This design comes from an exercise in tuning for small area, a short achievable clock period and few clock cycles per item on the open sky130 flow, not from production work.
Function was not checked in any run shown here: the RTL went through the layout flow alone.
Power is estimated from default activity; no workload was simulated.

**flow/flow/abc.script**
```
strash
dch
map -a
topo
stime -c
```
**flow/constraint.sdc**
```tcl
create_clock -name core_clock -period 5.0 [get_ports {clk_i}]
set_input_delay 1.0000 -clock core_clock [delete_from_list [all_inputs] [get_ports {clk_i}]]
set_output_delay 1.0000 -clock core_clock [all_outputs]
set_load 0.01 [all_outputs]
```
**flow/flow/params.sh**
```bash
MY_NOFA=1
PORT_BUFFER=sky130_fd_sc_hd__buf_1
```
**flow/design.v**
```verilog
module sqrt_mult_system (
    input clk_i,
    input rst_i,
    input start_i,
    input [7:0] a_bi,
    input [7:0] b_bi,
    output [15:0] result,
    output done
);
    wire t_g1 = a_bi[1] & a_bi[0];
    wire t_p1 = a_bi[1] ^ a_bi[0];
    wire t_g2 = a_bi[2] & a_bi[1];
    wire t_p2 = a_bi[2] ^ a_bi[1];
    wire t_g3 = a_bi[3] & a_bi[2];
    wire t_p3 = a_bi[3] ^ a_bi[2];
    wire t_g4 = a_bi[4] & a_bi[3];
    wire t_p4 = a_bi[4] ^ a_bi[3];
    wire t_g5 = a_bi[5] & a_bi[4];
    wire t_p5 = a_bi[5] ^ a_bi[4];
    wire t_g6 = a_bi[6] & a_bi[5];
    wire t_p6 = a_bi[6] ^ a_bi[5];
    wire t_g7 = a_bi[7] & a_bi[6];
    wire t_p7 = a_bi[7] ^ a_bi[6];
    wire t_s0_1p = t_p1 & a_bi[0];
    wire t_s0_3g = t_g3 | (t_p3 & t_g2);
    wire t_s0_3p = t_p3 & t_p2;
    wire t_s0_5g = t_g5 | (t_p5 & t_g4);
    wire t_s0_5p = t_p5 & t_p4;
    wire t_s0_7g = t_g7 | (t_p7 & t_g6);
    wire t_s0_7p = t_p7 & t_p6;
    wire t_s1_2g = t_g2 | (t_p2 & t_g1);
    wire t_s1_2p = t_p2 & t_s0_1p;
    wire t_s1_3g = t_s0_3g | (t_s0_3p & t_g1);
    wire t_s1_3p = t_s0_3p & t_s0_1p;
    wire t_s1_6g = t_g6 | (t_p6 & t_s0_5g);
    wire t_s1_6p = t_p6 & t_s0_5p;
    wire t_s1_7g = t_s0_7g | (t_s0_7p & t_s0_5g);
    wire t_s1_7p = t_s0_7p & t_s0_5p;
    wire t_s2_4g = t_g4 | (t_p4 & t_s1_3g);
    wire t_s2_4p = t_p4 & t_s1_3p;
    wire t_s2_5g = t_s0_5g | (t_s0_5p & t_s1_3g);
    wire t_s2_5p = t_s0_5p & t_s1_3p;
    wire t_s2_6g = t_s1_6g | (t_s1_6p & t_s1_3g);
    wire t_s2_6p = t_s1_6p & t_s1_3p;
    wire t_s2_7g = t_s1_7g | (t_s1_7p & t_s1_3g);
    wire t_s2_7p = t_s1_7p & t_s1_3p;
    wire t_s3_8g = a_bi[7] & t_s2_7g;
    wire t_s3_8p = a_bi[7] & t_s2_7p;
    wire t_x2 = t_p2 ^ t_g1;
    wire t_x3 = t_p3 ^ t_s1_2g;
    wire t_x4 = t_p4 ^ t_s1_3g;
    wire t_x5 = t_p5 ^ t_s2_4g;
    wire t_x6 = t_p6 ^ t_s2_5g;
    wire t_x7 = t_p7 ^ t_s2_6g;
    wire t_x8 = a_bi[7] ^ t_s2_7g;
    wire c1 = b_bi >= 8'd1;
    wire c2 = b_bi >= 8'd4;
    wire c3 = b_bi >= 8'd9;
    wire c4 = b_bi >= 8'd16;
    wire c5 = b_bi >= 8'd25;
    wire c6 = b_bi >= 8'd36;
    wire c7 = b_bi >= 8'd49;
    wire c8 = b_bi >= 8'd64;
    wire c9 = b_bi >= 8'd81;
    wire c10 = b_bi >= 8'd100;
    wire c11 = b_bi >= 8'd121;
    wire c12 = b_bi >= 8'd144;
    wire c13 = b_bi >= 8'd169;
    wire c14 = b_bi >= 8'd196;
    wire c15 = b_bi >= 8'd225;
    wire le1 = (c1 & ~c2) | (c5 & ~c6) | (c9 & ~c10) | (c13 & ~c14);
    wire le2 = (c2 & ~c3) | (c6 & ~c7) | (c10 & ~c11) | (c14 & ~c15);
    wire le3 = (c3 & ~c4) | (c7 & ~c8) | (c11 & ~c12) | c15;
    wire he1 = c4 & ~c8;
    wire he2 = c8 & ~c12;
    wire lv0 = (le1 & a_bi[0]) | (le3 & a_bi[0]);
    wire lv1 = (le1 & a_bi[1]) | (le2 & a_bi[0]) | (le3 & t_p1);
    wire lv2 = (le1 & a_bi[2]) | (le2 & a_bi[1]) | (le3 & t_x2);
    wire lv3 = (le1 & a_bi[3]) | (le2 & a_bi[2]) | (le3 & t_x3);
    wire lv4 = (le1 & a_bi[4]) | (le2 & a_bi[3]) | (le3 & t_x4);
    wire lv5 = (le1 & a_bi[5]) | (le2 & a_bi[4]) | (le3 & t_x5);
    wire lv6 = (le1 & a_bi[6]) | (le2 & a_bi[5]) | (le3 & t_x6);
    wire lv7 = (le1 & a_bi[7]) | (le2 & a_bi[6]) | (le3 & t_x7);
    wire lv8 = (le2 & a_bi[7]) | (le3 & t_x8);
    wire lv9 = (le3 & t_s3_8g);
    wire hv0 = (he1 & a_bi[0]) | (c12 & a_bi[0]);
    wire hv1 = (he1 & a_bi[1]) | (he2 & a_bi[0]) | (c12 & t_p1);
    wire hv2 = (he1 & a_bi[2]) | (he2 & a_bi[1]) | (c12 & t_x2);
    wire hv3 = (he1 & a_bi[3]) | (he2 & a_bi[2]) | (c12 & t_x3);
    wire hv4 = (he1 & a_bi[4]) | (he2 & a_bi[3]) | (c12 & t_x4);
    wire hv5 = (he1 & a_bi[5]) | (he2 & a_bi[4]) | (c12 & t_x5);
    wire hv6 = (he1 & a_bi[6]) | (he2 & a_bi[5]) | (c12 & t_x6);
    wire hv7 = (he1 & a_bi[7]) | (he2 & a_bi[6]) | (c12 & t_x7);
    wire hv8 = (he2 & a_bi[7]) | (c12 & t_x8);
    wire hv9 = (c12 & t_s3_8g);
    wire fl_g0 = lv2 & hv0;
    wire fl_p0 = lv2 ^ hv0;
    wire fl_g1 = lv3 & hv1;
    wire fl_p1 = lv3 ^ hv1;
    wire fl_g2 = lv4 & hv2;
    wire fl_p2 = lv4 ^ hv2;
    wire fl_g3 = lv5 & hv3;
    wire fl_p3 = lv5 ^ hv3;
    wire fl_s0_1g = fl_g1 | (fl_p1 & fl_g0);
    wire fl_s0_1p = fl_p1 & fl_p0;
    wire fl_s0_3g = fl_g3 | (fl_p3 & fl_g2);
    wire fl_s0_3p = fl_p3 & fl_p2;
    wire fl_s1_2g = fl_g2 | (fl_p2 & fl_s0_1g);
    wire fl_s1_2p = fl_p2 & fl_s0_1p;
    wire fl_s1_3g = fl_s0_3g | (fl_s0_3p & fl_s0_1g);
    wire fl_s1_3p = fl_s0_3p & fl_s0_1p;
    wire fl_x1 = fl_p1 ^ fl_g0;
    wire fl_x2 = fl_p2 ^ fl_s0_1g;
    wire fl_x3 = fl_p3 ^ fl_s1_2g;
    reg        done_r;
    reg [5:0] res_lo;
    reg        cy_r;
    reg [3:0] up_lo;
    reg [5:0] up_hi;
    always @(posedge clk_i) begin
        done_r <= start_i & ~rst_i;
        res_lo <= {fl_x3, fl_x2, fl_x1, fl_p0, lv1, lv0};
        cy_r <= {fl_s1_3g};
        up_lo <= {lv9, lv8, lv7, lv6};
        up_hi <= {hv9, hv8, hv7, hv6, hv5, hv4};
    end
    wire fu_g0 = up_lo[0] & up_hi[0];
    wire fu_p0 = up_lo[0] ^ up_hi[0];
    wire fu_g1 = up_lo[1] & up_hi[1];
    wire fu_p1 = up_lo[1] ^ up_hi[1];
    wire fu_g2 = up_lo[2] & up_hi[2];
    wire fu_p2 = up_lo[2] ^ up_hi[2];
    wire fu_g3 = up_lo[3] & up_hi[3];
    wire fu_p3 = up_lo[3] ^ up_hi[3];
    wire fu_gc = fu_g0 | (fu_p0 & cy_r);
    wire fu_s0_1g = fu_g1 | (fu_p1 & fu_gc);
    wire fu_s0_1p = fu_p1 & fu_p0;
    wire fu_s0_3g = fu_g3 | (fu_p3 & fu_g2);
    wire fu_s0_3p = fu_p3 & fu_p2;
    wire fu_s0_5p = up_hi[5] & up_hi[4];
    wire fu_s1_2g = fu_g2 | (fu_p2 & fu_s0_1g);
    wire fu_s1_2p = fu_p2 & fu_s0_1p;
    wire fu_s1_3g = fu_s0_3g | (fu_s0_3p & fu_s0_1g);
    wire fu_s1_3p = fu_s0_3p & fu_s0_1p;
    wire fu_s2_4g = up_hi[4] & fu_s1_3g;
    wire fu_s2_4p = up_hi[4] & fu_s1_3p;
    wire fu_s2_5g = fu_s0_5p & fu_s1_3g;
    wire fu_s2_5p = fu_s0_5p & fu_s1_3p;
    wire fu_x0 = fu_p0 ^ cy_r;
    wire fu_x1 = fu_p1 ^ fu_gc;
    wire fu_x2 = fu_p2 ^ fu_s0_1g;
    wire fu_x3 = fu_p3 ^ fu_s1_2g;
    wire fu_x4 = up_hi[4] ^ fu_s1_3g;
    wire fu_x5 = up_hi[5] ^ fu_s2_4g;
    assign result = {4'b0, fu_x5, fu_x4, fu_x3, fu_x2, fu_x1, fu_x0, res_lo};
    assign done   = done_r;
endmodule
```
**flow/flow/synth.tcl**
```tcl
# synth_recipe.tcl with two hooks: abc runs flow/abc.script (MY_ABC_SCRIPT),
# and extract_fa is skipped when MY_NOFA is 1.
proc synth {args} { yosys synth -nofsm -noshare {*}$args }
proc abc {args} {
  set out {}
  set skip 0
  foreach a $args {
    if {$skip} { set skip 0; continue }
    if {$a eq "-script" || $a eq "-D"} { set skip 1; continue }
    lappend out $a
  }
  lappend out -script $::env(MY_ABC_SCRIPT)
  yosys abc {*}$out
}
if {$::env(MY_NOFA)} { proc extract_fa {args} {} }
source $::env(SCRIPTS_DIR)/synth.tcl
# left out here: clear keep_hierarchy, flatten, clean up, hide names made inside functions, write 1_2_yosys.v
```
**flow/config.mk**
```make
export PLATFORM = sky130hd
export DESIGN_NAME = sqrt_mult_system
export DESIGN_NICKNAME = sqrt_mult_system
export VERILOG_FILES = /design/flow/design.v
export SDC_FILE = /design/flow/constraint.sdc
export NUM_CORES = 4
export LEC_CHECK = 0
export CAP_MARGIN = 20
export CORE_MARGIN = 2
export CORE_UTILIZATION = 40
export SETUP_SLACK_MARGIN = 2.2
export SLEW_MARGIN = 20
```
**flow/flow/run.sh**
```bash
#!/bin/bash
# Layout flow: the standard ORFS flow, with two changes.
#  1. Synthesis is ORFS's own script (with the standard flow's -nofsm -noshare wrapper,
#     flatten and renaming, as in synth_recipe.tcl), but ABC maps with the
#     script in flow/abc.script and full/half adder extraction can be skipped.
#  2. The port buffers inserted during placement are buf cells instead of
#     the slow clkdlybuf cells that buffer_ports picks by default.
# Settings come from flow/params.sh. Each tool's output goes to its own log.
set -euo pipefail
HERE=$(pwd)
source "$HERE/flow/params.sh"
export MY_ABC_SCRIPT="$HERE/flow/abc.script"
export MY_NOFA
export BUFFER_PORTS_ARGS="-buffer_cell $PORT_BUFFER"
sed "s#SYNTH_SCRIPT=[^ ]*#SYNTH_SCRIPT=$HERE/flow/synth.tcl#" standard.sh > my_standard.sh
bash my_standard.sh finish > flow_make.log 2>&1
```
**flow/standard.sh**
```bash
#!/bin/bash
# synth_recipe.tcl (not shown) runs the flow's synth.tcl, then flattens the netlist and writes it again
# the make line also repeats each setting of config.mk as NAME=value (left out here)
make -C /OpenROAD-flow-scripts/flow DESIGN_CONFIG=/design/flow/config.mk WORK_HOME=/design/flow/orfs CLKGATE_MAP_FILE= SYNTH_SCRIPT=/design/flow/synth_recipe.tcl "${@:-finish}"
```
==> impl_metrics.toml, run 1 <==
[logic_synthesis]
synthAdderAreaFrac_pct = 2.26
ys_top_cells_by_count = "37 x nor2_1, 34 x clkinv_1, 23 x nand2_1"
synth-async-reset-ratio_pct = 0
yosys-top-cells-area = "dfxtp_1 27%, nor2_1 10%, clkinv_1 9.6%, xor2_1 9.2%, o221ai_1 8.6%"
synthMuxAreaShare_pct = 0
syn_area_um2 = 1330
postSynthAreaPerCell_um2 = 6.77
yosysSeqAreaShare_pct = 27.2
yosys.area_share.simple_pct = 20.5
synth_top_area_cell = "dfxtp_1"
ys_ff_latch = 18
synth-edff-count = 0
ys.warnings.count = 1
yosysUniqueCellTypes = 23
yosysMostFrequentCell = "nor2_1"
synth_compound_area_share_pct = 21.3
syn_inst = 196
yosys_most_used_dff = "dfxtp_1"
synth_top_area_share_pct = 27.2
synth_xor_area_share_pct = 13.2
synth_top_family_by_area = "compound AO/OA/AOI/OAI gates"

[place]
routabilityCongestion = 0.871
port_buffers = 31
hpwl_um = 2230
post-place-ws_ns = 1.58

[sta]
finalSetupViolCount = 0
setup_tns_ns = 0
period_share_pct = 56.9
finalHoldViolCount = 0
fmaxAchievable_mhz = 351
worst_slack_ns = 2.15
fin_crit_ns = 2.85
rsz0062_at_grt = "yes"
finalMaxSlewViolations = 0

[clocking]
cts.sinks = 18
hold_buffers = 0
cts_tree = "built"
htree_levels = 1
clk_path_buf_depth = 2
clk_pin_slew_ns = 0.09
root_buffer = "clkbuf_4"
numCtsBuffers = 3

[power]
peakVddDrop_mv = 0.104
p_leak_nw = 0.748
power.density_nw_per_um2 = 282
total_power_w = 0.000520

[floorplanning]
rows = 20
io_pins = 36
start_util_pct = 42.7
core-area_um2 = 3100
die_w_um = 61.6
die-area_um2 = 3790
die_h_um = 61.6

[worst_setup_path]
cp-start-kind = "flip-flop"
crit_arrival_ns = 1.85
worstPathMaxFanout = 3
critical_path_class = "flip-flop to output port"
end_kind = "output port"
required_ns = 4.00

[global_route]
grt_use_total_pct = 17.2
antenna_found_initial = 0
grt_pass1_wl_um = 4980
grt_max_degree = 10
grt_pass1_vias = 1163
grt_overflow_total = 0

[cells_and_area]
drive_gt1_share_pct = 37.5
fin_nets = 261
antenna_cells = 0
post-route-util_pct = 59.4
syn_to_final_growth_pct = 39.1

[detailed_routing]
drtIter0Drc = 50
dr.pass1.iters = 4
wl_met1_um = 1450
highest_layer = "met4"
wl_met3_um = 158
vias = 1421
drc = 0
route.met2.wl_um = 1660
wl_um = 3320
ant_nets = 0
route.detailed.wl_per_inst_um = 11.7
viasPerCell = 5.00

[status]
status = "finished clean"

[min_path]
hp-class = "input port to flip-flop"

[run]
maxCapViolCount = 0
[stage by stage]
stage / hold WS, ns / cells / cell area [um2]
2_1_floorplan: 1.07 / 199 / 1400
3_3_place_gp: 1.15 / 264 / 1490
3_5_place_dp: 1.16 / 264 / 1490
4_1_cts: 0.855 / 277 / 1690
5_1_grt: 0.863 / 284 / 1840
6_report: 0.859 / 284 / 1840
[report_power, final]
group / switching (W) / total, W / internal [W]
Combinational: 0.000152 / 0.000270 / 0.000118
Clock: 0.0000372 / 0.0000651 / 0.0000279
Sequential: 0.0000115 / 0.000185 / 0.000173
[sequential cells by signal, indices dropped and copies added (netlist names)]
signal	flops
cy_r	1
done_r	1
res_lo	6
up_hi	6
up_lo	4
[repair_timing]
action                                  in CTS  in global routing
gates resized for setup                     36                 36
endpoints found under the setup margin       7                  9
buffers inserted                            10                  7
pin swaps                                   14                 21
[layer usage]
| metal | vias up | GRT usage (%) |
|---|---|---|
| met3 | 6 | 1.26 |
| li1 | 729 | - |
| met5 | - | 0 |
| met4 | 0 | 5.47 |
| met1 | 638 | 23.3 |
| met2 | 48 | 28.9 |
[area by class of cell]
| cell class | instances | area (um2) |
|---|---|---|
| Inverter | 34 | 143 |
| Fill cell | 316 | 1260 |
| Tap cell | 44 | 55.1 |
| Timing Repair Buffer | 48 | 287 |
| Clock buffer | 3 | 22.5 |
| Sequential cell | 18 | 363 |
| Multi-Input combinational cell | 137 | 975 |
[critical path, cell delays in order (launching register included)]
cell and delay (ns):
dfxtp_2 0.37, nand2_2 0.06, clkinv_2 0.07, nor3b_4 0.05, nor2_2 0.11, inv_2 0.05, a21oi_4 0.14, o21ai_2 0.08
maj3_2 0.33, nand2_2 0.07, xnor2_1 0.10, buf_2 0.14
[logic make-up (layout without fill, tap and decap cells)]
kind of cell	Yosys count	after routing
fa+ha+maj	3	3
flops	18	18
simple gates	68	68
compound gates	42	42
other cells	1	4
xor+xnor	20	20
buf+inv	44	85
[worst paths after layout]
kind,to,cells after the start,slack [ns],startpoint
setup / recovery,result[11],11,2.15,up_lo[0]
hold / removal,done_r,2,0.86,rst_i
[cell usage in the layout, fill, tap and decap left out, drive strengths merged]
cell / n
xor2: 14
conb: 4
nand2: 23
a221oi: 1
a211oi: 1
a31oi: 1
a21oi: 11
nor3b: 1
o221ai: 13
maj3: 3
clkbuf: 5
dfxtp: 18
o21ai: 6
o22ai: 5
inv: 9
o211ai: 2
nand3: 5
and2: 1
clkinv: 25
nor4: 1
xnor2: 6
nor2: 37
a22oi: 1
o31ai: 1
buf: 46
==> run 2, diff against run 1 <==
--- a/flow/config.mk
+++ b/flow/config.mk
@@ -8,5 +8,5 @@
 export CAP_MARGIN = 20
 export CORE_MARGIN = 2
 export CORE_UTILIZATION = 40
-export SETUP_SLACK_MARGIN = 2.2
+export SETUP_SLACK_MARGIN = 2.6
 export SLEW_MARGIN = 20
==> run 2 against run 1 <==
Global-route usage rose by 4.1 points. Sequential power barely moved. Worst hold slack got worse by 0.0044 ns. Largest power group unchanged. Worst setup slack got worse by 0.031 ns. Still clean on timing, DRC and antenna. Flip-flop and latch count did not move. Power rose by 16%. Combinational power rose by 28%.
==> impl_metrics.toml, run 2 <==
[status]
status = "finished clean"

[cells_and_area]
top_regs = "res_lo (6), up_hi (6), up_lo (4)"
fin_nets = 285
antenna_cells = 0
drive_gt1_share_pct = 54.2
final_common_cell = "buf_4"
post-route-util_pct = 75.0
final_cell_mix = "32 x buf_4, 18 x nor2_1, 16 x nand2_1, 16 x dfxtp_1, 16 x buf_6"
fill_cells = 223
syn_to_final_growth_pct = 75.4

[logic_synthesis]
yosys-top-cells-area = "dfxtp_1 27%, nor2_1 10%, clkinv_1 9.6%, xor2_1 9.2%, o221ai_1 8.6%"
ys_top_cells_by_count = "37 x nor2_1, 34 x clkinv_1, 23 x nand2_1"
yosysUniqueCellTypes = 23
yosysMostFrequentCell = "nor2_1"
synth_top_area_share_pct = 27.2
yosys_most_used_dff = "dfxtp_1"
postSynthAreaPerCell_um2 = 6.77
ys_ff_latch = 18
ys.warnings.count = 1
syn_inst = 196
syn_area_um2 = 1330
synth-async-reset-ratio_pct = 0
yosysSeqAreaShare_pct = 27.2
synth-edff-count = 0
synth_top_area_cell = "dfxtp_1"

[clocking]
root_buffer = "clkbuf_4"
cts.sinks = 18
clk_pin_slew_ns = 0.09
cts_tree = "built"
numCtsBuffers = 3
htree_levels = 1
clk_path_buf_depth = 2

[global_route]
grt_overflow_total = 0
grt_pass1_wl_um = 6090
antenna_found_initial = 0
grt_pass1_vias = 1421
grt_max_degree = 10
grt_use_total_pct = 21.3

[worst_setup_path]
critical-path-top-delay-family = "flip-flops"
slowest_delay_ns = 0.37
crit_chain = "nand2_2 -> clkinv_2 -> nor3b_2 -> nor2_2 -> clkinv_2 -> a21oi_4 -> o21ai_2 -> maj3_2 -> nand2_1 -> xnor2_1 -> buf_2"
endpoint = "result[11]"
cp.depth = 11
end_kind = "output port"
cp_num_buf_inv = 3
crit_slowest_cell = "dfxtp_2"
worst_path_most_repeated_cell = "clkinv_2"
cp-start-kind = "flip-flop"
worstPathMaxFanout = 3
crit_arrival_ns = 1.88
required_ns = 4.00
critical_path_class = "flip-flop to output port"
startpoint = "up_hi[0]"

[sta]
fmaxAchievable_mhz = 347
period_share_pct = 57.6
finalSetupViolCount = 0
rsz0062_at_grt = "yes"
fin_crit_ns = 2.88
finalMaxSlewViolations = 0
setup_tns_ns = 0
finalHoldViolCount = 0

[place]
routabilityCongestion = 0.830
hpwl_um = 2340
port_buffers = 31

[detailed_routing]
vias = 1608
drc = 0
viasPerCell = 5.22
wl_um = 4200
dr.pass1.iters = 4
route.detailed.wl_per_inst_um = 13.6
drtIter0Drc = 27
ant_nets = 0

[floorplanning]
core-area_um2 = 3100
io_pins = 36
die-area_um2 = 3790
start_util_pct = 42.7
rows = 20
die_h_um = 61.6
die_w_um = 61.6

[power]
peakVddDrop_mv = 0.103
p_leak_nw = 0.956
power.density_nw_per_um2 = 259

[min_path]
hp-class = "input port to flip-flop"

[run]
maxCapViolCount = 0
-- run 2: cell counts after synthesis --
No cell type changed its count.
-- run 2: through the flow --
| stage | hold slack, ns | area [um2] | std cells | total power (W) | worst slack, ns |
|---|---|---|---|---|---|
| 2_1_floorplan | 1.07 | 1520 | 199 | 0.000383 | 2.07 |
| 3_3_place_gp | 1.15 | 1610 | 264 | 0.000408 | 1.70 |
| 3_5_place_dp | 1.16 | 1610 | 264 | 0.000412 | 1.63 |
| 4_1_cts | 0.858 | 2100 | 298 | 0.000560 | 2.09 |
| 5_1_grt | 0.867 | 2330 | 308 | 0.000644 | 2.01 |
| 6_report | 0.855 | 2330 | 308 | 0.000602 | 2.12 |
-- run 2: routing by layer --
layer | track usage, % | vias up | part of all wire [%]
met5 | 0 | - | 0
met4 | 10.3 | 0 | 4.2
met3 | 3.36 | 18 | 4.1
met2 | 37.7 | 60 | 51
met1 | 24.8 | 745 | 41
li1 | - | 785 | -
-- run 2: cell type report --
type	count	area (um2)	share of cell area [%]
clock buffers	3	22.5	0.968
inverters	34	218	9.36
well taps	44	55.1	2.37
flip-flops and latches	18	363	15.6
repair buffers	72	522	22.4
multi-input cells	137	1150	49.3
-- run 2: worst min path at each step --
stage               start      to  slack [ns]  depth (start not counted)
global route        rst_i  done_r        0.87                          2
detailed placement  rst_i  done_r        1.16                          2
CTS                 rst_i  done_r        0.86                          2
floorplan           rst_i  done_r        1.07                          1
finish              rst_i  done_r        0.85                          2
global placement    rst_i  done_r        1.15                          2
-- run 2: power by group --
group	switching, W	internal [W]
registers	0.0000111	0.000173
clock network	0.0000434	0.0000281
logic	0.000184	0.000162
-- run 2: cells by family after synthesis --
| kind of cell | count (synthesis) | synth area share, % |
|---|---|---|
| flops | 18 | 27.2 |
| simple gates | 68 | 20.5 |
| fa+ha+maj | 3 | 2.26 |
| other cells | 1 | 0.283 |
| buf+inv | 44 | 15.3 |
| xor+xnor | 20 | 13.2 |
| compound gates | 42 | 21.3 |
-- run 2: timing repair --
| action | CTS | global route |
|---|---|---|
| gates resized for setup | 64 | 47 |
| endpoints found under the setup margin | 14 | 17 |
| hold buffers | 0 | 0 |
| pin swaps | 26 | 15 |
| setup buffers | 31 | 10 |
==> run 3, diff against run 2 <==
==> flow/flow/abc.script (replaced) <==
strash
dch
map -D 2000
topo
stime -c
--- a/flow/config.mk
+++ b/flow/config.mk
@@ -8,5 +8,5 @@
 export CAP_MARGIN = 20
 export CORE_MARGIN = 2
 export CORE_UTILIZATION = 40
-export SETUP_SLACK_MARGIN = 2.6
+export SETUP_SLACK_MARGIN = 1.8
 export SLEW_MARGIN = 20
==> run 3 against run 2 <==
Sequential power hardly changed. Via count decreased by 18%. Clock-buffer cell count unchanged. Global-route usage down 5.5 points. Synthesized cell count unchanged. Highest routed layer unchanged.
==> impl_metrics.toml, run 3 <==
[clocking]
clk_path_buf_depth = 2
numCtsBuffers = 3
cts_tree = "built"
htree_levels = 1
root_buffer = "clkbuf_4"
hold_buffers = 0
clk_pin_slew_ns = 0.10
cts.sinks = 18

[cells_and_area]
top_regs = "res_lo (6), up_hi (6), up_lo (4)"
antenna_cells = 0
syn_to_final_growth_pct = 17.5
seq_area_um2 = 363
final_common_cell = "nor2_1"
fill_cells = 338
fin_nets = 247
drive_gt1_share_pct = 12.8
final_cell_mix = "32 x nor2_1, 30 x clkinv_1, 28 x buf_1"
multi_input_area_um2 = 841

[sta]
fin_crit_ns = 3.01
worst_slack_ns = 1.99
finalSetupViolCount = 0
finalHoldViolCount = 0
finalMaxSlewViolations = 0
setup_tns_ns = 0
fmaxAchievable_mhz = 332
rsz0062_at_grt = "yes"
period_share_pct = 60.2

[worst_setup_path]
crit_arrival_ns = 3.20
slowest_delay_ns = 0.42
required_ns = 5.19
crit_slowest_cell = "maj3_1"
cp-start-kind = "input port"
worstPathMaxFanout = 5
cp.depth = 13
critical-path-top-delay-family = "buffers and inverters"
crit_chain = "clkbuf_2 -> clkinv_1 -> nor2_1 -> clkinv_1 -> a211oi_1 -> clkinv_1 -> nand2_1 -> nand3_1 -> clkinvlp_4 -> buf_4 -> o221ai_1 -> maj3_1 -> maj3_1"
critical_path_class = "input port to flip-flop"
worst_path_most_repeated_cell = "clkinv_1"
cp_num_buf_inv = 6
end_kind = "flip-flop"

[logic_synthesis]
synth-edff-count = 0
ys_top_cells_by_count = "37 x nor2_1, 34 x clkinv_1, 23 x nand2_1"
synth_top_area_share_pct = 27.2
ys_ff_latch = 18
postSynthAreaPerCell_um2 = 6.77
yosys-top-cells-area = "dfxtp_1 27%, nor2_1 10%, clkinv_1 9.6%, xor2_1 9.2%, o221ai_1 8.6%"
synth-async-reset-ratio_pct = 0
yosys_most_used_dff = "dfxtp_1"
yosysSeqAreaShare_pct = 27.2
yosysUniqueCellTypes = 23
syn_inst = 196
syn_area_um2 = 1330
synth_top_area_cell = "dfxtp_1"
ys.warnings.count = 1
yosysMostFrequentCell = "nor2_1"

[detailed_routing]
viasPerCell = 4.91
ant_nets = 0
vias = 1326
drc = 0
drtIter0Drc = 33
dr.pass1.iters = 4
wl_um = 2750
route.detailed.wl_per_inst_um = 10.2

[global_route]
grt_max_degree = 10
antenna_found_initial = 0
grt_overflow_total = 0
grt_use_met2_pct = 26.6
grt_pass1_wl_um = 4590
grt_pass1_vias = 1113
met1_usage_pct = 20.5
grt_use_total_pct = 15.9
use_met3_pct = 2.73
grt-busiest-layer = "met2"

[power]
p_leak_nw = 0.590
peakVddDrop_mv = 0.105
power.density_nw_per_um2 = 301

[place]
post-place-ws_ns = 1.31
port_buffers = 31
routabilityCongestion = 0.922
hpwl_um = 2140

[floorplanning]
die_w_um = 61.6
rows = 20
core-area_um2 = 3100
die-area_um2 = 3790
io_pins = 36
start_util_pct = 42.7
die_h_um = 61.6

[min_path]
holdPathStages = 2
hp-class = "input port to flip-flop"

[run]
maxCapViolCount = 0

[status]
status = "finished clean"
run 3: cell counts after synthesis:
Identical to the previous run, type by type.
run 3: cell type report:
type / count / area share, %
multi-input combinational: 137 / 53.9
inverter: 34 / 8.67
clock buffer: 3 / 1.44
tap: 44 / 3.53
sequential: 18 / 23.3
timing repair buffer: 34 / 9.15
run 3: path summary, 6_finish.rpt:
kind | to | slack (ns) | start
setup / recovery | cy_r | 1.99 | b_bi[6]
hold / removal | done_r | 0.84 | rst_i
run 3: logic make-up (layout without fill, tap and decap cells):
kind of cell	count (synthesis)	after routing	share of synthesized area, %
other	1	4	0.283
adders and majority gates	3	3	2.26
and+or+nand+nor	68	68	20.5
AOI/OAI and AO/OA	42	42	21.3
DFF	18	18	27.2
xor gates and xnor gates	20	20	13.2
buffers and inverters	44	71	15.3
run 3: report_power, final:
part           internal, W  switching [W]   total, W
combinational    0.0000849       0.000130   0.000215
sequential        0.000173     0.00000939   0.000183
clock            0.0000280      0.0000441  0.0000721
run 3: stage by stage:
stage / cell area (um2) / hold slack, ns / util [%] / std cells / total power (W)
final: 1560 / 0.843 / 50.2 / 270 / 0.000470
after global routing: 1560 / 0.843 / 50.2 / 270 / 0.000513
after CTS: 1470 / 0.832 / 47.5 / 267 / 0.000458
after detailed placement: 1440 / 1.15 / 46.3 / 264 / 0.000383
after global placement: 1440 / 1.15 / 46.3 / 264 / 0.000383
after floorplan: 1340 / 1.07 / - / 199 / 0.000360
run 3: layer usage:
layer	share of wire [%]	vias to the layer above
li1	-	704
met1	48	585
met2	47	33
met3	4.4	4
met4	1.0	0
met5	0	-
run 3: repair_timing:
item | in CTS | in global routing
cloned | 0 | 0
pin swaps | 0 | 3
setup endpoints to repair | 3 | 4
buffers inserted | 0 | 3
hold endpoints to repair | 0 | 0
resized for setup | 7 | 19
==> run 4, diff against run 3 <==
--- a/flow/config.mk
+++ b/flow/config.mk
@@ -8,5 +8,5 @@
 export CAP_MARGIN = 20
 export CORE_MARGIN = 2
 export CORE_UTILIZATION = 40
-export SETUP_SLACK_MARGIN = 1.8
+export SETUP_SLACK_MARGIN = 2.2
 export SLEW_MARGIN = 20
==> run 4 against run 3 <==
Sequential share of layout area fell by 3.6 points. Clock power is 9.7% lower. Global-route usage increased by 1.3 points. Synthesized cell count stayed put. First-iteration DRC count is 52% higher. Critical path depth decreased by 2. Flip-flop and latch count unchanged. Utilization is 9.2 points higher. Worst hold slack better by 0.016 ns. Final area rose by 18%. Clock-buffer cell count unchanged.
==> impl_metrics.toml, run 4 <==
[logic_synthesis]
syn_area_um2 = 1330
syn_inst = 196
synth-async-reset-ratio_pct = 0
postSynthAreaPerCell_um2 = 6.77
ys_ff_latch = 18
ys_top_cells_by_count = "37 x nor2_1, 34 x clkinv_1, 23 x nand2_1"
yosysSeqAreaShare_pct = 27.2
ys.warnings.count = 1
synth-edff-count = 0
yosysMostFrequentCell = "nor2_1"
synth_top_area_cell = "dfxtp_1"
yosys_most_used_dff = "dfxtp_1"
yosysUniqueCellTypes = 23
yosys-top-cells-area = "dfxtp_1 27%, nor2_1 10%, clkinv_1 9.6%, xor2_1 9.2%, o221ai_1 8.6%"
synth_top_area_share_pct = 27.2

[cells_and_area]
top_regs = "res_lo (6), up_hi (6), up_lo (4)"
drive_gt1_share_pct = 37.5
stdcell_area_um2 = 1840
final_cell_mix = "26 x nor2_1, 21 x buf_1, 17 x clkinv_1"
antenna_cells = 0
fin_nets = 261
syn_to_final_growth_pct = 39.1
final_common_cell = "nor2_1"

[sta]
fin_crit_ns = 2.85
setup_tns_ns = 0
worst_slack_ns = 2.15
period_share_pct = 56.9
finalMaxSlewViolations = 0
finalSetupViolCount = 0
rsz0062_at_grt = "yes"
fmaxAchievable_mhz = 351
finalHoldViolCount = 0
whs_ns = 0.859

[global_route]
grt_pass1_wl_um = 4980
grt_use_total_pct = 17.2
grt_pass1_vias = 1163
grt_max_degree = 10
antenna_found_initial = 0
grt_overflow_total = 0

[place]
port_buffers = 31
hpwl_um = 2230
place_area_um2 = 1490
post-place-ws_ns = 1.58
routabilityCongestion = 0.871

[worst_setup_path]
slowest_delay_ns = 0.37
crit_arrival_ns = 1.85
critical-path-top-delay-family = "flip-flops"
startpoint = "up_lo[0]"
critical_path_class = "flip-flop to output port"
cp-start-kind = "flip-flop"
end_kind = "output port"
required_ns = 4.00
worst_path_most_repeated_cell = "nand2_2"
cp_num_buf_inv = 3
crit_slowest_cell = "dfxtp_2"
worstPathMaxFanout = 3
crit_chain = "nand2_2 -> clkinv_2 -> nor3b_4 -> nor2_2 -> inv_2 -> a21oi_4 -> o21ai_2 -> maj3_2 -> nand2_2 -> xnor2_1 -> buf_2"

[min_path]
hold_start = "rst_i"
holdPathEnd = "done_r"
hp-class = "input port to flip-flop"
holdPathStages = 2

[detailed_routing]
viasPerCell = 5.00
ant_nets = 0
route.detailed.wl_per_inst_um = 11.7
drtIter0Drc = 50
drc = 0
dr.pass1.iters = 4
vias = 1421
wl_um = 3320

[floorplanning]
core-area_um2 = 3100
rows = 20
die-area_um2 = 3790
start_util_pct = 42.7
io_pins = 36
die_w_um = 61.6
die_h_um = 61.6

[clocking]
htree_levels = 1
root_buffer = "clkbuf_4"
cts_tree = "built"
clk_pin_slew_ns = 0.09
numCtsBuffers = 3
cts.sinks = 18
clk_path_buf_depth = 2
hold_buffers = 0

[run]
maxCapViolCount = 0

[power]
peakVddDrop_mv = 0.104
total_power_w = 0.000520
power.density_nw_per_um2 = 282
p_leak_nw = 0.748

[status]
status = "finished clean"
[run 4: through the flow]
step / util [%] / std cells
after floorplan: - / 199
after detailed placement: 48.1 / 264
final: 59.4 / 284
after CTS: 54.5 / 277
after global placement: 48.1 / 264
after global routing: 59.4 / 284
[run 4: worst max path at each step]
stage,slack (ns),depth (start not counted),end
after global placement,1.56,14,cy_r
after detailed placement,1.58,14,cy_r
final,2.15,11,result[11]
after CTS,1.99,11,result[11]
after global routing,2.01,11,result[11]
after floorplan,2.07,14,cy_r
[run 4: area by class of cell]
class                      instances  area, um2
fill                             316       1260
multi-input combinational        137        975
sequential                        18        363
timing repair buffer              48        287
inverter                          34        143
tap                               44       55.1
clock buffer                       3       22.5
[run 4: per-layer routing]
metal / wire [um] / vias to the layer above / global-route usage, % / part of all wire (%)
met5: 0 / - / 0 / 0
met4: 53 / 0 / 5.47 / 1.6
met3: 158 / 6 / 1.26 / 4.8
met2: 1660 / 48 / 28.9 / 50
met1: 1450 / 638 / 23.3 / 44
li1: - / 729 / - / -
[run 4: logic make-up (layout without fill, tap and decap cells)]
| family | after synthesis | count (layout) | synth area share (%) |
|---|---|---|---|
| other | 1 | 4 | 0.283 |
| buffers and inverters | 44 | 85 | 15.3 |
| flip-flops | 18 | 18 | 27.2 |
| adder cells (fa/ha/maj) | 3 | 3 | 2.26 |
| XOR/XNOR | 20 | 20 | 13.2 |
| AO/OA/AOI/OAI | 42 | 42 | 21.3 |
| AND/OR/NAND/NOR | 68 | 68 | 20.5 |
[run 4: repair_timing]
| action | in CTS | in global routing |
|---|---|---|
| pin swaps | 14 | 21 |
| setup endpoints to repair | 7 | 9 |
| resized for setup | 36 | 36 |
| setup buffers | 10 | 7 |
[run 4: power breakdown]
group          internal (W)  switching, W  leakage (nW)
registers          0.000173     0.0000115         0.151
logic              0.000118      0.000152         0.583
clock network     0.0000279     0.0000372        0.0138
==> run 5, diff against run 4 <==
--- a/flow/config.mk
+++ b/flow/config.mk
@@ -8,5 +8,5 @@
 export CAP_MARGIN = 20
 export CORE_MARGIN = 2
 export CORE_UTILIZATION = 40
-export SETUP_SLACK_MARGIN = 2.2
+export SETUP_SLACK_MARGIN = 2.6
 export SLEW_MARGIN = 20
==> run 5 against run 4 <==
Combinational power grew 28%. Cell count is 8.5% higher. First-iteration DRC count is 46% lower. Global-route usage rose by 4.1 points. Die area unchanged. Sequential power hardly changed. Flip-flop and latch count unchanged. Critical endpoint unchanged. Final area up 26%.
==> impl_metrics.toml, run 5 <==
[detailed_routing]
drtIter0Drc = 27
drc = 0
wl_um = 4200
viasPerCell = 5.22
vias = 1608
ant_nets = 0
route.detailed.wl_per_inst_um = 13.6
dr.pass1.iters = 4

[sta]
finalMaxSlewViolations = 0
setup_tns_ns = 0
period_share_pct = 57.6
rsz0062_at_grt = "yes"
whs_ns = 0.855
fin_crit_ns = 2.88
fmaxAchievable_mhz = 347
finalSetupViolCount = 0
finalHoldViolCount = 0

[cells_and_area]
antenna_cells = 0
fill_cells = 223
multi_input_area_um2 = 1150
drive_gt1_share_pct = 54.2
final_common_cell = "buf_4"
final_cell_mix = "32 x buf_4, 18 x nor2_1, 16 x nand2_1, 16 x dfxtp_1, 16 x buf_6"
fin_nets = 285
seq_area_um2 = 363
syn_to_final_growth_pct = 75.4
top_regs = "res_lo (6), up_hi (6), up_lo (4)"
stdcell_area_um2 = 2330

[power]
p_leak_nw = 0.956
peakVddDrop_mv = 0.103
power.density_nw_per_um2 = 259

[global_route]
grt-busiest-layer = "met2"
antenna_found_initial = 0
use_met3_pct = 3.36
grt_pass1_wl_um = 6090
grt_overflow_total = 0
grt_pass1_vias = 1421
grt_use_total_pct = 21.3
met1_usage_pct = 24.8
grt_use_met2_pct = 37.7
grt_max_degree = 10

[worst_setup_path]
end_kind = "output port"
crit_chain = "nand2_2 -> clkinv_2 -> nor3b_2 -> nor2_2 -> clkinv_2 -> a21oi_4 -> o21ai_2 -> maj3_2 -> nand2_1 -> xnor2_1 -> buf_2"
cp-start-kind = "flip-flop"
required_ns = 4.00
slowest_delay_ns = 0.37
cp_num_buf_inv = 3
worst_path_most_repeated_cell = "clkinv_2"
crit_arrival_ns = 1.88
critical_path_class = "flip-flop to output port"
worstPathMaxFanout = 3
crit_slowest_cell = "dfxtp_2"
critical-path-top-delay-family = "flip-flops"

[logic_synthesis]
postSynthAreaPerCell_um2 = 6.77
ys_top_cells_by_count = "37 x nor2_1, 34 x clkinv_1, 23 x nand2_1"
ys_ff_latch = 18
synth-edff-count = 0
synth_top_family_by_area = "compound AO/OA/AOI/OAI gates"
syn_inst = 196
yosys-top-cells-area = "dfxtp_1 27%, nor2_1 10%, clkinv_1 9.6%, xor2_1 9.2%, o221ai_1 8.6%"
synth_compound_area_share_pct = 21.3
synth-async-reset-ratio_pct = 0
synth_top_area_share_pct = 27.2
synthMuxAreaShare_pct = 0
syn_area_um2 = 1330
ys.warnings.count = 1
yosys_most_used_dff = "dfxtp_1"
synthAdderAreaFrac_pct = 2.26
yosysUniqueCellTypes = 23
yosys.area_share.simple_pct = 20.5
yosysMostFrequentCell = "nor2_1"
synth_xor_area_share_pct = 13.2
synth_top_area_cell = "dfxtp_1"
yosysSeqAreaShare_pct = 27.2

[place]
port_buffers = 31
routabilityCongestion = 0.830
place_area_um2 = 1610
hpwl_um = 2340

[floorplanning]
die-area_um2 = 3790
die_h_um = 61.6
core-area_um2 = 3100
start_util_pct = 42.7
die_w_um = 61.6
io_pins = 36
rows = 20

[clocking]
numCtsBuffers = 3
root_buffer = "clkbuf_4"
cts.sinks = 18
clk_pin_slew_ns = 0.09
cts_tree = "built"
htree_levels = 1
hold_buffers = 0
clk_path_buf_depth = 2

[status]
status = "finished clean"

[min_path]
hp-class = "input port to flip-flop"

[run]
maxCapViolCount = 0
## run 5: cell counts after synthesis
No cell type changed its count.
## run 5: timing repair
item	4_1_cts	5_1_grt
cloned	0	0
resized for setup	64	47
endpoints found under the setup margin	14	17
buffers inserted	31	10
pin swaps	26	15
## run 5: cell families (layout without fill, tap and decap cells)
| kind of cell | Yosys count | count (layout) |
|---|---|---|
| flip-flops | 18 | 18 |
| XOR/XNOR | 20 | 20 |
| adder cells (fa/ha/maj) | 3 | 3 |
| AO/OA/AOI/OAI | 42 | 42 |
| AND/OR/NAND/NOR | 68 | 68 |
| buffers and inverters | 44 | 109 |
| other | 1 | 4 |
## run 5: path summary, 6_finish.rpt
kind	start	end	slack, ns	cells past startpoint
setup / recovery	up_hi[0]	result[11]	2.12	11
hold / removal	rst_i	done_r	0.85	2
## run 5: per-stage QoR
stage | worst slack, ns | std cells | total power [W] | utilization (%)
after floorplan | 2.07 | 199 | 0.000383 | -
after global placement | 1.70 | 264 | 0.000408 | 52.0
after detailed placement | 1.63 | 264 | 0.000412 | 52.0
after CTS | 2.09 | 298 | 0.000560 | 67.6
after global routing | 2.01 | 308 | 0.000644 | 75.0
final | 2.12 | 308 | 0.000602 | 75.0
## run 5: final cells by class
class                   instances  area share (%)
inverters                      34            9.36
multi-input cells             137            49.3
flip-flops and latches         18            15.6
well taps                      44            2.37
clock buffers                   3           0.968
repair buffers                 72            22.4
## run 5: routing by layer
| metal | wire, um | share of wire, % |
|---|---|---|
| met5 | 0 | 0 |
| met4 | 176 | 4.2 |
| met3 | 173 | 4.1 |
| met2 | 2120 | 51 |
| met1 | 1730 | 41 |
## run 5: power breakdown
part	internal, W	switching, W
Clock	0.0000281	0.0000434
Sequential	0.000173	0.0000111
Combinational	0.000162	0.000184
==> run 6, diff against run 5 <==
--- a/flow/design.v
+++ b/flow/design.v
@@ -101,57 +101,57 @@
     wire fl_p2 = lv4 ^ hv2;
     wire fl_g3 = lv5 & hv3;
     wire fl_p3 = lv5 ^ hv3;
+    wire fl_g4 = lv6 & hv4;
+    wire fl_p4 = lv6 ^ hv4;
+    wire fl_g5 = lv7 & hv5;
+    wire fl_p5 = lv7 ^ hv5;
     wire fl_s0_1g = fl_g1 | (fl_p1 & fl_g0);
     wire fl_s0_1p = fl_p1 & fl_p0;
     wire fl_s0_3g = fl_g3 | (fl_p3 & fl_g2);
     wire fl_s0_3p = fl_p3 & fl_p2;
+    wire fl_s0_5g = fl_g5 | (fl_p5 & fl_g4);
+    wire fl_s0_5p = fl_p5 & fl_p4;
     wire fl_s1_2g = fl_g2 | (fl_p2 & fl_s0_1g);
     wire fl_s1_2p = fl_p2 & fl_s0_1p;
     wire fl_s1_3g = fl_s0_3g | (fl_s0_3p & fl_s0_1g);
     wire fl_s1_3p = fl_s0_3p & fl_s0_1p;
+    wire fl_s2_4g = fl_g4 | (fl_p4 & fl_s1_3g);
+    wire fl_s2_4p = fl_p4 & fl_s1_3p;
+    wire fl_s2_5g = fl_s0_5g | (fl_s0_5p & fl_s1_3g);
+    wire fl_s2_5p = fl_s0_5p & fl_s1_3p;
     wire fl_x1 = fl_p1 ^ fl_g0;
     wire fl_x2 = fl_p2 ^ fl_s0_1g;
     wire fl_x3 = fl_p3 ^ fl_s1_2g;
+    wire fl_x4 = fl_p4 ^ fl_s1_3g;
+    wire fl_x5 = fl_p5 ^ fl_s2_4g;
     reg        done_r;
-    reg [5:0] res_lo;
+    reg [7:0] res_lo;
     reg        cy_r;
-    reg [3:0] up_lo;
-    reg [5:0] up_hi;
+    reg [1:0] up_lo;
+    reg [3:0] up_hi;
     always @(posedge clk_i) begin
         done_r <= start_i & ~rst_i;
-        res_lo <= {fl_x3, fl_x2, fl_x1, fl_p0, lv1, lv0};
-        cy_r <= {fl_s1_3g};
-        up_lo <= {lv9, lv8, lv7, lv6};
-        up_hi <= {hv9, hv8, hv7, hv6, hv5, hv4};
+        res_lo <= {fl_x5, fl_x4, fl_x3, fl_x2, fl_x1, fl_p0, lv1, lv0};
+        cy_r <= {fl_s2_5g};
+        up_lo <= {lv9, lv8};
+        up_hi <= {hv9, hv8, hv7, hv6};
     end
     wire fu_g0 = up_lo[0] & up_hi[0];
     wire fu_p0 = up_lo[0] ^ up_hi[0];
     wire fu_g1 = up_lo[1] & up_hi[1];
     wire fu_p1 = up_lo[1] ^ up_hi[1];
-    wire fu_g2 = up_lo[2] & up_hi[2];
-    wire fu_p2 = up_lo[2] ^ up_hi[2];
-    wire fu_g3 = up_lo[3] & up_hi[3];
-    wire fu_p3 = up_lo[3] ^ up_hi[3];
     wire fu_gc = fu_g0 | (fu_p0 & cy_r);
     wire fu_s0_1g = fu_g1 | (fu_p1 & fu_gc);
     wire fu_s0_1p = fu_p1 & fu_p0;
-    wire fu_s0_3g = fu_g3 | (fu_p3 & fu_g2);
-    wire fu_s0_3p = fu_p3 & fu_p2;
-    wire fu_s0_5p = up_hi[5] & up_hi[4];
-    wire fu_s1_2g = fu_g2 | (fu_p2 & fu_s0_1g);
-    wire fu_s1_2p = fu_p2 & fu_s0_1p;
-    wire fu_s1_3g = fu_s0_3g | (fu_s0_3p & fu_s0_1g);
+    wire fu_s0_3p = up_hi[3] & up_hi[2];
+    wire fu_s1_2g = up_hi[2] & fu_s0_1g;
+    wire fu_s1_2p = up_hi[2] & fu_s0_1p;
+    wire fu_s1_3g = fu_s0_3p & fu_s0_1g;
     wire fu_s1_3p = fu_s0_3p & fu_s0_1p;
-    wire fu_s2_4g = up_hi[4] & fu_s1_3g;
-    wire fu_s2_4p = up_hi[4] & fu_s1_3p;
-    wire fu_s2_5g = fu_s0_5p & fu_s1_3g;
-    wire fu_s2_5p = fu_s0_5p & fu_s1_3p;
     wire fu_x0 = fu_p0 ^ cy_r;
     wire fu_x1 = fu_p1 ^ fu_gc;
-    wire fu_x2 = fu_p2 ^ fu_s0_1g;
-    wire fu_x3 = fu_p3 ^ fu_s1_2g;
-    wire fu_x4 = up_hi[4] ^ fu_s1_3g;
-    wire fu_x5 = up_hi[5] ^ fu_s2_4g;
-    assign result = {4'b0, fu_x5, fu_x4, fu_x3, fu_x2, fu_x1, fu_x0, res_lo};
+    wire fu_x2 = up_hi[2] ^ fu_s0_1g;
+    wire fu_x3 = up_hi[3] ^ fu_s1_2g;
+    assign result = {4'b0, fu_x3, fu_x2, fu_x1, fu_x0, res_lo};
     assign done   = done_r;
 endmodule
==> flow/flow/abc.script (replaced) <==
strash
dch
map -a
topo
stime -c
--- a/flow/config.mk
+++ b/flow/config.mk
@@ -8,5 +8,5 @@
 export CAP_MARGIN = 20
 export CORE_MARGIN = 2
 export CORE_UTILIZATION = 40
-export SETUP_SLACK_MARGIN = 2.6
+export SETUP_SLACK_MARGIN = 1.8
 export SLEW_MARGIN = 20
==> run 6 against run 5 <==
Still clean on timing, DRC and antenna. Sequential power fell by 9%. Sequential share of layout area grew 1.3 points. Final area decreased by 18%. Combinational power down 21%. Non-clock buffer count shrank 22. Area after synthesis is 1.8% lower. Power decreased by 13%. Via count shrank 9.8%. Critical endpoint is now cy_r.
==> impl_metrics.toml, run 6 <==
[status]
status = "finished clean"

[cells_and_area]
fill_cells = 294
drive_gt1_share_pct = 36.7
largest_reg_flops = 8
regMostFlops = "res_lo"
final_cell_mix = "22 x buf_1, 21 x nor2_1, 19 x nand2_1, 19 x buf_4"
top_regs = "res_lo (8), up_hi (4), up_lo (2)"
syn_to_final_growth_pct = 45.9
antenna_cells = 0
final_common_cell = "buf_1"
fin_nets = 271

[worst_setup_path]
end_kind = "flip-flop"
worst_path_most_repeated_cell = "o21ai_4"
slowest_delay_ns = 0.34
crit_slowest_cell = "maj3_2"
required_ns = 5.17
crit_chain = "clkbuf_4 -> clkinvlp_4 -> nor2_1 -> o211ai_1 -> buf_4 -> nand2_1 -> nand3_2 -> inv_4 -> buf_4 -> o21ai_4 -> o21ai_4 -> o21ai_4 -> nand4_1 -> o211ai_1 -> maj3_2 -> maj3_2"
critical_path_class = "input port to flip-flop"
crit_arrival_ns = 3.41
cp-start-kind = "input port"
worstPathMaxFanout = 5

[detailed_routing]
route.detailed.wl_per_inst_um = 10.9
wl_um = 3210
ant_nets = 0
drc = 0
dr.pass1.iters = 4
viasPerCell = 4.92
vias = 1451
drtIter0Drc = 27

[logic_synthesis]
yosys_most_used_dff = "dfxtp_1"
synth-edff-count = 0
ys.warnings.count = 1
yosysUniqueCellTypes = 21
synth_top_area_cell = "dfxtp_1"
postSynthAreaPerCell_um2 = 6.45
synth-async-reset-ratio_pct = 0
syn_inst = 202
yosys-top-cells-area = "dfxtp_1 25%, clkinv_1 11%, nor2_1 11%, xor2_1 10%, nand2_1 6.3%"
yosysSeqAreaShare_pct = 24.6
syn_area_um2 = 1300
ys_ff_latch = 16
ys_top_cells_by_count = "37 x clkinv_1, 37 x nor2_1, 22 x nand2_1"
synth_top_area_share_pct = 24.6

[global_route]
grt_max_degree = 10
antenna_found_initial = 0
grt_pass1_vias = 1228
grt_pass1_wl_um = 5200
grt_overflow_total = 0
grt_use_total_pct = 18.1

[power]
p_int_w = 0.000323
p_seq_share_pct = 32.2
clkPwrFrac_pct = 15.3
switching_share_pct = 38.5
p_comb_share_pct = 52.4
total_power_w = 0.000524
peakVddDrop_mv = 0.0904
power_switching_w = 0.000202
p_leak_nw = 0.760
power.density_nw_per_um2 = 276

[sta]
finalMaxSlewViolations = 0
period_share_pct = 64.9
fin_crit_ns = 3.24
fmaxAchievable_mhz = 308
whs_ns = 0.864
setup_tns_ns = 0
rsz0062_at_grt = "yes"
finalHoldViolCount = 0
finalSetupViolCount = 0

[min_path]
holdPathStages = 2
hp-class = "input port to flip-flop"

[clocking]
htree_levels = 1
hold_buffers = 0
cts_tree = "built"
clk_path_buf_depth = 2
numCtsBuffers = 3
clk_pin_slew_ns = 0.09
cts.sinks = 16
root_buffer = "clkbuf_4"

[floorplanning]
io_pins = 36
core-area_um2 = 3080
die_h_um = 61.1
die_w_um = 61.1
die-area_um2 = 3730
rows = 20
start_util_pct = 42.3

[run]
maxCapViolCount = 0

[place]
port_buffers = 31
routabilityCongestion = 0.933
hpwl_um = 2340
## run 6: changes by cell type after synthesis, sizes merged, moves of 2 or more
cell / change
dfxtp: -2
a31oi: +3
buf: -2
nand3: +2
o221ai: -7
o21ai: +6
clkinv: +3
## run 6: metal layers
metal  wire, um  global-route usage (%)  part of all wire [%]
met5          0                       0                     0
met4         40                    7.14                   1.2
met3        119                    2.31                   3.7
met2       1690                    31.0                    53
met1       1360                    23.1                    42
## run 6: kinds of logic after synthesis
kind of cell / share of synthesized area [%]
xor gates and xnor gates: 14.1
adders and majority gates: 3.07
AOI/OAI and AO/OA: 22.1
other: 0.288
DFF: 24.6
and+or+nand+nor: 20.6
buffers and inverters: 15.3
## run 6: cell type report
type                       instances  area [um2]  area share [%]
sequential                        16         320            16.9
timing repair buffer              50         300            15.8
inverter                          37         180            9.48
clock buffer                       4        36.3            1.91
tap                               44        55.1            2.90
multi-input combinational        144        1010            53.1
## run 6: power by group through the flow
| stage | combinational [W] | clock, W | sequential [W] |
|---|---|---|---|
| after CTS | 0.000238 | 0.0000834 | 0.000170 |
| final | 0.000275 | 0.0000804 | 0.000169 |
| after global placement | 0.000214 | 0 | 0.000172 |
| after detailed placement | 0.000215 | 0 | 0.000173 |
| after global routing | 0.000307 | 0.0000889 | 0.000172 |
| after floorplan | 0.000166 | 0 | 0.000185 |
## run 6: what timing repair did
action	in CTS	in global routing
gates resized for setup	20	48
pin swaps	10	18
setup buffers	11	8
endpoints found under the setup margin	2	3
## run 6: stage by stage
stage | utilization, % | setup slack, ns | cell area [um2] | std cells
final | 61.7 | 1.76 | 1900 | 295
after floorplan | - | 1.75 | 1410 | 205
after global routing | 61.7 | 1.58 | 1900 | 295
after CTS | 54.8 | 1.80 | 1690 | 287
after detailed placement | 49.3 | 1.18 | 1520 | 272
after global placement | 49.3 | 1.19 | 1520 | 272
## run 6: path summary, 6_finish.rpt
kind | start | endpoint
hold / removal | rst_i | done_r
setup / recovery | b_bi[7] | cy_r
## run 6: critical path: cells and delay by family
family,cells,cell delay (ns)
buffers and inverters,5,0.71
adders and majority gates,2,0.65
AOI/OAI and AO/OA,5,0.60
and+or+nand+nor,4,0.44
==> run 7, diff against run 6 <==
--- a/flow/config.mk
+++ b/flow/config.mk
@@ -8,5 +8,5 @@
 export CAP_MARGIN = 20
 export CORE_MARGIN = 2
 export CORE_UTILIZATION = 40
-export SETUP_SLACK_MARGIN = 1.8
+export SETUP_SLACK_MARGIN = 2.2
 export SLEW_MARGIN = 20
==> run 7 against run 6 <==
Utilization increased by 1.1 points. Area after synthesis unchanged. Still clean on timing, DRC and antenna. Sequential power about the same. Final area up 1.8%. Cell count grew 1.7%. Sequential share of layout area fell by 0.31 points. Highest routed layer unchanged. Global-route usage is 1.4 points higher. Critical path depth fell by 2. First-iteration DRC count decreased by 7.4%. Power rose by 1.7%.
==> impl_metrics.toml, run 7 <==
[status]
status = "finished clean"

[run]
maxCapViolCount = 0

[logic_synthesis]
syn_inst = 202
synth_top_area_cell = "dfxtp_1"
ys.warnings.count = 1
syn_area_um2 = 1300
ys_ff_latch = 16
synth-async-reset-ratio_pct = 0
yosysSeqAreaShare_pct = 24.6
postSynthAreaPerCell_um2 = 6.45
ys_top_cells_by_count = "37 x clkinv_1, 37 x nor2_1, 22 x nand2_1"
synth_top_area_share_pct = 24.6
synth-edff-count = 0
yosys-top-cells-area = "dfxtp_1 25%, clkinv_1 11%, nor2_1 11%, xor2_1 10%, nand2_1 6.3%"
yosys_most_used_dff = "dfxtp_1"
yosysUniqueCellTypes = 21

[place]
port_buffers = 31
routabilityCongestion = 0.934
place_area_um2 = 1520
hpwl_um = 2370

[floorplanning]
start_util_pct = 42.3
die-area_um2 = 3730
io_pins = 36
die_h_um = 61.1
core-area_um2 = 3080
rows = 20
die_w_um = 61.1

[detailed_routing]
drtIter0Drc = 25
dr.pass1.iters = 4
wl_um = 3250
route.detailed.wl_per_inst_um = 10.8
vias = 1457
viasPerCell = 4.86
drc = 0
ant_nets = 0

[sta]
finalHoldViolCount = 0
period_share_pct = 62.8
rsz0062_at_grt = "yes"
fin_crit_ns = 3.14
finalMaxSlewViolations = 0
finalSetupViolCount = 0
setup_tns_ns = 0
fmaxAchievable_mhz = 319

[worst_setup_path]
cp-start-kind = "input port"
slowest_delay_ns = 0.32
crit_arrival_ns = 3.31
required_ns = 5.17
critical-path-top-delay-family = "simple AND/OR/NAND/NOR gates"
end_kind = "flip-flop"
cp_num_buf_inv = 2
crit_slowest_cell = "maj3_2"
worstPathMaxFanout = 6
critical_path_class = "input port to flip-flop"
crit_chain = "buf_8 -> nor2_4 -> nand2_2 -> o211ai_1 -> nand3_1 -> nor2_4 -> clkinv_4 -> a22oi_2 -> o21ai_2 -> xor2_2 -> nand4_1 -> o211ai_1 -> maj3_2 -> maj3_2"

[global_route]
grt_overflow_total = 0
grt_pass1_wl_um = 5560
grt_use_total_pct = 19.5
grt_max_degree = 10
grt_pass1_vias = 1350
antenna_found_initial = 0

[cells_and_area]
syn_to_final_growth_pct = 48.6
regMostFlops = "res_lo"
top_regs = "res_lo (8), up_hi (4), up_lo (2)"
final_common_cell = "nor2_1"
antenna_cells = 0
largest_reg_flops = 8
stdcell_area_um2 = 1940
final_cell_mix = "24 x nor2_1, 23 x buf_4, 21 x buf_1"
fin_nets = 276
drive_gt1_share_pct = 37.9

[power]
power.density_nw_per_um2 = 275
p_seq_share_pct = 31.7
switching_share_pct = 37.4
power_switching_w = 0.000199
peakVddDrop_mv = 0.0953
clkPwrFrac_pct = 14.8
p_int_w = 0.000334
total_power_w = 0.000533
p_comb_share_pct = 53.5
p_leak_nw = 0.791

[clocking]
numCtsBuffers = 3
clk_path_buf_depth = 2
hold_buffers = 0
cts.sinks = 16
clk_pin_slew_ns = 0.08
root_buffer = "clkbuf_4"
htree_levels = 1
cts_tree = "built"

[min_path]
hp-class = "input port to flip-flop"
==> run 7: cell families (layout without fill, tap and decap cells) <==
logic type,Yosys count,count (layout),synth area share [%]
adders and majority gates,4,4,3.07
AOI/OAI and AO/OA,47,47,22.1
and+or+nand+nor,68,68,20.6
buffers and inverters,45,96,15.3
DFF,16,16,24.6
xor gates and xnor gates,21,21,14.1
other,1,4,0.288
==> run 7: through the flow <==
step / utilization [%] / hold slack [ns] / setup WS [ns] / cells
after floorplan: - / 1.07 / 1.75 / 205
after global placement: 49.3 / 1.16 / 1.19 / 272
after detailed placement: 49.3 / 1.16 / 1.16 / 272
after CTS: 61.2 / 0.862 / 1.89 / 300
after global routing: 62.9 / 0.874 / 1.70 / 300
final: 62.9 / 0.867 / 1.86 / 300
==> run 7: power by group through the flow <==
stage          Clock [W]  Combinational, W  Sequential [W]
2_1_floorplan          0          0.000166        0.000185
3_3_place_gp           0          0.000214        0.000172
3_5_place_dp           0          0.000215        0.000173
4_1_cts        0.0000828          0.000272        0.000170
5_1_grt        0.0000868          0.000317        0.000173
6_report       0.0000791          0.000285        0.000169
==> run 7: metal layers <==
metal	share of wire, %	up-vias	GRT usage [%]
met5	0	-	0
met2	52	41	34.8
met4	2.9	0	10.2
met3	3.2	10	1.68
li1	-	764	-
met1	42	642	23.2
==> run 7: timing repair <==
action,4_1_cts,5_1_grt
buffers inserted,24,0
endpoints found under the setup margin,5,10
gates resized for setup,49,16
pin swaps,25,4
==> run 7: path summary, 6_finish.rpt <==
check | from | end | slack [ns] | cells past startpoint
worst max-delay path | b_bi[2] | cy_r | 1.86 | 14
worst min-delay path | rst_i | done_r | 0.87 | 2
==> run 7: area by class of cell <==
type / count / area, um2
Clock buffer: 4 / 36.3
Fill cell: 298 / 1140
Inverter: 37 / 179
Multi-Input combinational cell: 144 / 978
Sequential cell: 16 / 320
Tap cell: 44 / 55.1
Timing Repair Buffer: 55 / 367
==> run 8, diff against run 7 <==
--- a/flow/config.mk
+++ b/flow/config.mk
@@ -8,5 +8,5 @@
 export CAP_MARGIN = 20
 export CORE_MARGIN = 2
 export CORE_UTILIZATION = 40
-export SETUP_SLACK_MARGIN = 2.2
+export SETUP_SLACK_MARGIN = 2.6
 export SLEW_MARGIN = 20
==> run 8 against run 7 <==
First-iteration DRC count is 48% higher. Die area stayed put. Area after synthesis stayed put. Still clean on timing, DRC and antenna. Critical endpoint unchanged. Worst hold slack worse by 0.014 ns.
==> impl_metrics.toml, run 8 <==
[worst_setup_path]
crit_chain = "buf_8 -> nor2_4 -> nand2_2 -> o211ai_1 -> nand3_1 -> nor2_4 -> clkinv_4 -> a22oi_2 -> o21ai_2 -> xor2_2 -> nand4_1 -> o211ai_1 -> maj3_2 -> maj3_2"
required_ns = 5.18
cp.depth = 14
crit_slowest_cell = "maj3_2"
cp_num_buf_inv = 2
critical_path_class = "input port to flip-flop"
end_kind = "flip-flop"
critical-path-top-delay-family = "simple AND/OR/NAND/NOR gates"
worstPathMaxFanout = 5
slowest_delay_ns = 0.32
crit_arrival_ns = 3.34
cp-start-kind = "input port"

[cells_and_area]
top_regs = "res_lo (8), up_hi (4), up_lo (2)"
regMostFlops = "res_lo"
final_cell_mix = "33 x buf_4, 21 x nor2_1, 19 x buf_1"
fin_nets = 285
antenna_cells = 0
drive_gt1_share_pct = 43.8
stdcell_count = 309
syn_to_final_growth_pct = 53.3
largest_reg_flops = 8
final_common_cell = "buf_4"

[logic_synthesis]
ys_ff_latch = 16
yosys_most_used_dff = "dfxtp_1"
yosysUniqueCellTypes = 21
synth-edff-count = 0
yosys-top-cells-area = "dfxtp_1 25%, clkinv_1 11%, nor2_1 11%, xor2_1 10%, nand2_1 6.3%"
synth-async-reset-ratio_pct = 0
syn_area_um2 = 1300
synth_top_area_cell = "dfxtp_1"
syn_inst = 202
yosysSeqAreaShare_pct = 24.6
synth_top_area_share_pct = 24.6
ys.warnings.count = 1
ys_top_cells_by_count = "37 x clkinv_1, 37 x nor2_1, 22 x nand2_1"
postSynthAreaPerCell_um2 = 6.45

[detailed_routing]
highest_layer = "met4"
viasPerCell = 4.98
route.detailed.wl_per_inst_um = 10.8
wl_um = 3330
drtIter0Drc = 37
wl_met3_um = 123
drc = 0
vias = 1539
route.met2.wl_um = 1680
dr.pass1.iters = 5
wl_met1_um = 1420
ant_nets = 0

[power]
switching_share_pct = 37.4
p_int_w = 0.000344
p_comb_share_pct = 54.1
clkPwrFrac_pct = 15.0
power_switching_w = 0.000206
p_seq_share_pct = 30.8
peakVddDrop_mv = 0.0973
p_leak_nw = 0.841
power.density_nw_per_um2 = 275

[clocking]
cts.sinks = 16
htree_levels = 1
cts_tree = "built"
numCtsBuffers = 3
clk_path_buf_depth = 2
clk_pin_slew_ns = 0.09
root_buffer = "clkbuf_4"

[status]
status = "finished clean"

[floorplanning]
start_util_pct = 42.3
rows = 20
die-area_um2 = 3730
core-area_um2 = 3080
io_pins = 36
die_w_um = 61.1
die_h_um = 61.1

[sta]
rsz0062_at_grt = "yes"
finalSetupViolCount = 0
fin_crit_ns = 3.16
finalHoldViolCount = 0
setup_tns_ns = 0
finalMaxSlewViolations = 0
fmaxAchievable_mhz = 317
period_share_pct = 63.1

[run]
maxCapViolCount = 0

[global_route]
grt_overflow_total = 0
antenna_found_initial = 0
grt_max_degree = 10
grt_pass1_vias = 1355
grt_pass1_wl_um = 5530
grt_use_total_pct = 19.2

[place]
dp_cells = 272
hpwl_um = 2300
routabilityCongestion = 0.919
port_buffers = 31

[min_path]
hp-class = "input port to flip-flop"
holdPathStages = 2
run 8: cell counts after synthesis:
No cell type changed its count.
run 8: final timing paths:
check	from	endpoint	slack [ns]
setup / recovery	b_bi[2]	cy_r	1.84
hold / removal	rst_i	done_r	0.85
run 8: per-layer routing:
metal	global-route usage (%)	vias up
li1	-	788
met1	22.9	688
met2	33.9	53
met3	1.47	10
met4	10.9	0
met5	0	-
run 8: kinds of logic (layout without fill, tap and decap cells):
kind of cell             after synthesis  count (layout)  share of synthesized area [%]
AND/OR/NAND/NOR                       68              68                           20.6
AO/OA/AOI/OAI                         47              47                           22.1
buffers and inverters                 45             105                           15.3
XOR/XNOR                              21              21                           14.1
flip-flops                            16              16                           24.6
adder cells (fa/ha/maj)                4               4                           3.07
other                                  1               4                          0.288
run 8: area by class of cell:
class / instances / area, um2
Fill cell: 288 / 1080
Multi-Input combinational cell: 144 / 976
Timing Repair Buffer: 64 / 427
Sequential cell: 16 / 320
Inverter: 37 / 183
Tap cell: 44 / 55.1
Clock buffer: 4 / 36.3
run 8: timing repair:
item / 4_1_cts / 5_1_grt
endpoints found under the setup margin: 14 / 14
setup buffers: 26 / 7
pin swaps: 24 / 7
gates resized for setup: 48 / 23
hold buffers: 0 / 0
run 8: metrics by stage:
step | instance area [um2] | utilization (%) | hold slack, ns | setup WS, ns | total power, W
after global routing | 2000 | 64.9 | 0.886 | 1.69 | 0.000592
after detailed placement | 1520 | 49.4 | 1.16 | 1.17 | 0.000387
after floorplan | 1410 | - | 1.07 | 1.75 | 0.000351
after CTS | 1880 | 61.2 | 0.851 | 1.89 | 0.000525
final | 2000 | 64.9 | 0.854 | 1.84 | 0.000549
after global placement | 1520 | 49.4 | 1.16 | 1.18 | 0.000386
run 8: power groups by stage:
stage | combinational, W | clock, W | sequential (W)
CTS | 0.000270 | 0.0000854 | 0.000170
detailed placement | 0.000215 | 0 | 0.000173
finish | 0.000297 | 0.0000827 | 0.000169
global route | 0.000330 | 0.0000889 | 0.000173
floorplan | 0.000166 | 0 | 0.000185
global placement | 0.000214 | 0 | 0.000172

## port drivers added, routing unchanged
The results above use ideal ports. As a check the final layouts listed here were re-extracted and re-timed, cells and wires unchanged.
Step 1 sets driving cells, clkbuf_16 on the clock port and buf_2 on the other inputs (assumed; they add their load-dependent delay and slew).
Step 2 times the ports against the registers' clock, not the clock port: input delays grow and output delays shrink by t, the midpoint of the rising clock arrivals with the driver on.
a / b / c = ideal / step 1 / step 2; a / b = the first two.
run	shift t [ns]	slack for setup (ns)	hold WS [ns]	worst setup path at the end	worst data-port slew with drivers (ns)
run 1	0.296	2.153 / 2.130 / 1.872	0.859 / 0.858 / 1.155	input to register	0.04
run 2	0.312	2.122 / 2.100 / 1.861	0.855 / 0.856 / 1.168	input to register	0.04
run 3	0.311	1.988 / 1.967 / 1.674	0.843 / 0.845 / 1.157	input to register	0.03
run 4	0.296	2.153 / 2.130 / 1.872	0.859 / 0.858 / 1.155	input to register	0.04
run 5	0.312	2.122 / 2.100 / 1.861	0.855 / 0.856 / 1.168	input to register	0.04
run 6	0.293	1.756 / 1.747 / 1.453	0.864 / 0.864 / 1.158	input to register	0.05
run 7	0.291	1.861 / 1.832 / 1.541	0.867 / 0.868 / 1.159	input to register	0.05
run 8	0.307	1.844 / 1.827 / 1.520	0.854 / 0.855 / 1.162	input to register	0.05
After both steps setup and hold are still met in every run listed. For run 8, which loses most, drivers alone change the setup slack by -0.017 ns; drivers and shift together by -0.324 ns.
